From an optimization exercise on the open Yosys and OpenROAD flow, aimed at small area and few clock cycles; shortcuts taken in it are not production practice.
Function was checked by simulation only, so behaviour that the tests miss may differ from the original.
Power figures rest on the tool's default switching activity, not on a simulated workload.

==> flow/design.v (excerpt) <==
module dive2d (i_clk, i_reset, i_datax, i_datay, i_start, o_read, o_data, o_address, o_valid, o_bussy);
  input  wire        i_clk;
  input  wire        i_reset;
  input  wire [31:0] i_datax;
  input  wire [31:0] i_datay;
  input  wire        i_start;
  output wire        o_read;
  output wire [31:0] o_data;
  output wire [11:0] o_address;
  output wire        o_valid;
  output wire        o_bussy;
  reg  [31:0] dl [0:63];    
  reg  [31:0] py;           
  reg  [31:0] c0;           
  reg  [31:0] r_data;
  reg         r_valid;
  reg  [12:0] cnt;          
  reg         busy, rd, dv;
  wire x0   = (cnt[5:0] == 6'd63);                                   
  wire fin  = busy & cnt[12] & ~cnt[6] & (cnt[5:0] == 6'd63) & ~dv;   
  wire last = busy & cnt[12] & cnt[6] & (cnt[5:0] == 6'd0);           
  wire [31:0] a  = dl[63];
  wire [31:0] b  = ~i_datax;
  wire [31:0] e  = ~i_datay;
  wire [31:0] s1 = a ^ b ^ e;
  wire [31:0] c1 = (a & b) | (a & e) | (b & e);
  wire [31:0] u1 = {c1[30:0], 1'b1};
  wire [31:0] t;
  cia_add #(.N(32), .L1(16), .L2(32)) add_t (.a(s1), .b(u1), .ci(1'b1), .s(t));
  wire [31:0] xa = x0 ? c0 : s1;
  wire [31:0] xb = x0 ? 32'd0 : u1;
  wire [31:0] s2 = xa ^ xb ^ py;
  wire [31:0] c2 = (xa & xb) | (xa & py) | (xb & py);
  wire [31:0] r;
  cia_add #(.N(32), .L1(11), .L2(22)) add_r (.a(s2), .b({c2[30:0], ~x0}), .ci(1'b0), .s(r));
  integer i;
  always @(posedge i_clk) begin
    dl[0] <= i_datax;
    for (i = 1; i < 64; i = i + 1)
      dl[i] <= dl[i-1];
    py <= i_datay;
    if (x0)
      c0 <= t;
    r_data <= r;
  end
  always @(posedge i_clk) begin
    if (i_reset) begin
      busy    <= 1'b0;
      rd      <= 1'b0;
      dv      <= 1'b0;
      r_valid <= 1'b0;
    end else begin
      dv      <= rd;
      r_valid <= (dv & (cnt[12:6] != 7'd0) & (cnt[12:6] != 7'h7f)) | fin;
      if (i_start) begin
        busy <= 1'b1;
        rd   <= 1'b1;
      end else begin
  ...
==> flow/config.mk <==
export PLATFORM = sky130hd
export DESIGN_NAME = dive2d
export DESIGN_NICKNAME = dive2d
export VERILOG_FILES = /design/flow/design.v
export SDC_FILE = /design/flow/constraint.sdc
export NUM_CORES = 4
export LEC_CHECK = 0
export CAP_MARGIN = 20
export CORE_MARGIN = 2
export CORE_UTILIZATION = 70
export PLACE_DENSITY = 0.8
export SLEW_MARGIN = 20
==> flow/constraint.sdc <==
create_clock -name core_clock -period 10.0 [get_ports {i_clk}]
set_input_delay 2.0000 -clock core_clock [delete_from_list [all_inputs] [get_ports {i_clk}]]
set_output_delay 2.0000 -clock core_clock [all_outputs]
set_load 0.01 [all_outputs]
standard.sh (not shown) runs the stock make flow with config.mk's settings and CLKGATE_MAP_FILE= SYNTH_SCRIPT=/design/flow/synth_recipe.tcl, a recipe that flattens the netlist after the stock synthesis.
==> flow/flow/run.sh <==
#!/bin/bash
# Standard ORFS layout (the standard.sh) with two changes: CTS without
# dummy loads, clustering 10 sinks per clkbuf_4, and the ports buffered with buf_1.
set -uo pipefail
export CTS_ARGS="-sink_clustering_enable -repair_clock_nets -dont_use_dummy_load -sink_clustering_size 10 -sink_clustering_max_diameter 40 -buf_list sky130_fd_sc_hd__clkbuf_4"
export BUFFER_PORTS_ARGS="-buffer_cell sky130_fd_sc_hd__buf_1"
bash standard.sh > standard.log 2>&1
Testbench counts at the start, summed over its fixed seeds: cycles 99,912.
Next try:
==> flow/flow/run.sh (replaced) <==
#!/bin/bash
# Standard ORFS layout (the standard.sh) with two changes: CTS without
# dummy loads, clustering 11 sinks per clkbuf_4, and the ports buffered with buf_1.
set -uo pipefail
export CTS_ARGS="-sink_clustering_enable -repair_clock_nets -dont_use_dummy_load -sink_clustering_size 11 -sink_clustering_max_diameter 40 -buf_list sky130_fd_sc_hd__clkbuf_4"
export BUFFER_PORTS_ARGS="-buffer_cell sky130_fd_sc_hd__buf_1"
bash standard.sh > standard.log 2>&1
What happened: The new run passed the timing, DRC and antenna checks. Combinational power is about the same. Clock-buffer cell count went down by 19. Final area hardly moves. Sequential share of layout area increases by 0.25 points. Critical path depth stays the same. Synthesized area is unchanged.

==> separate check: timing with driven ports <==
No port has a modelled driver above. Below, the same layouts with a new extraction and two added sets of constraints. Step 1: set_driving_cell puts a clkbuf_16 on i_clk and a buf_2 on each other input, an assumption about the parent block. Step 2 adds t to the input delays and takes it off the output delays; t is the mean of the earliest and latest rising clock arrival at the registers after step 1. Input paths then give back, and output paths get back, about the clock's delay inside the block. Slacks: ideal ports / drivers / drivers and shift; pairs: ideal ports / drivers.
run	t (ns)	setup WS [ns]	hold WS [ns]	worst register clock-pin slew, ns	pins driven straight from the clock port
the first run	1.088	0.792 / 0.828 / -0.260	0.224 / 0.224 / 0.224	0.11 / 0.11	1
the second run	1.031	0.720 / 0.758 / -0.274	0.227 / 0.227 / 0.227	0.12 / 0.12	1
With both steps, setup timing fails in the first run and the second run, where it was met with ideal ports. The setup slack of the first run, which loses most, moves by +0.036 ns with the drivers and by -1.052 ns with both steps.
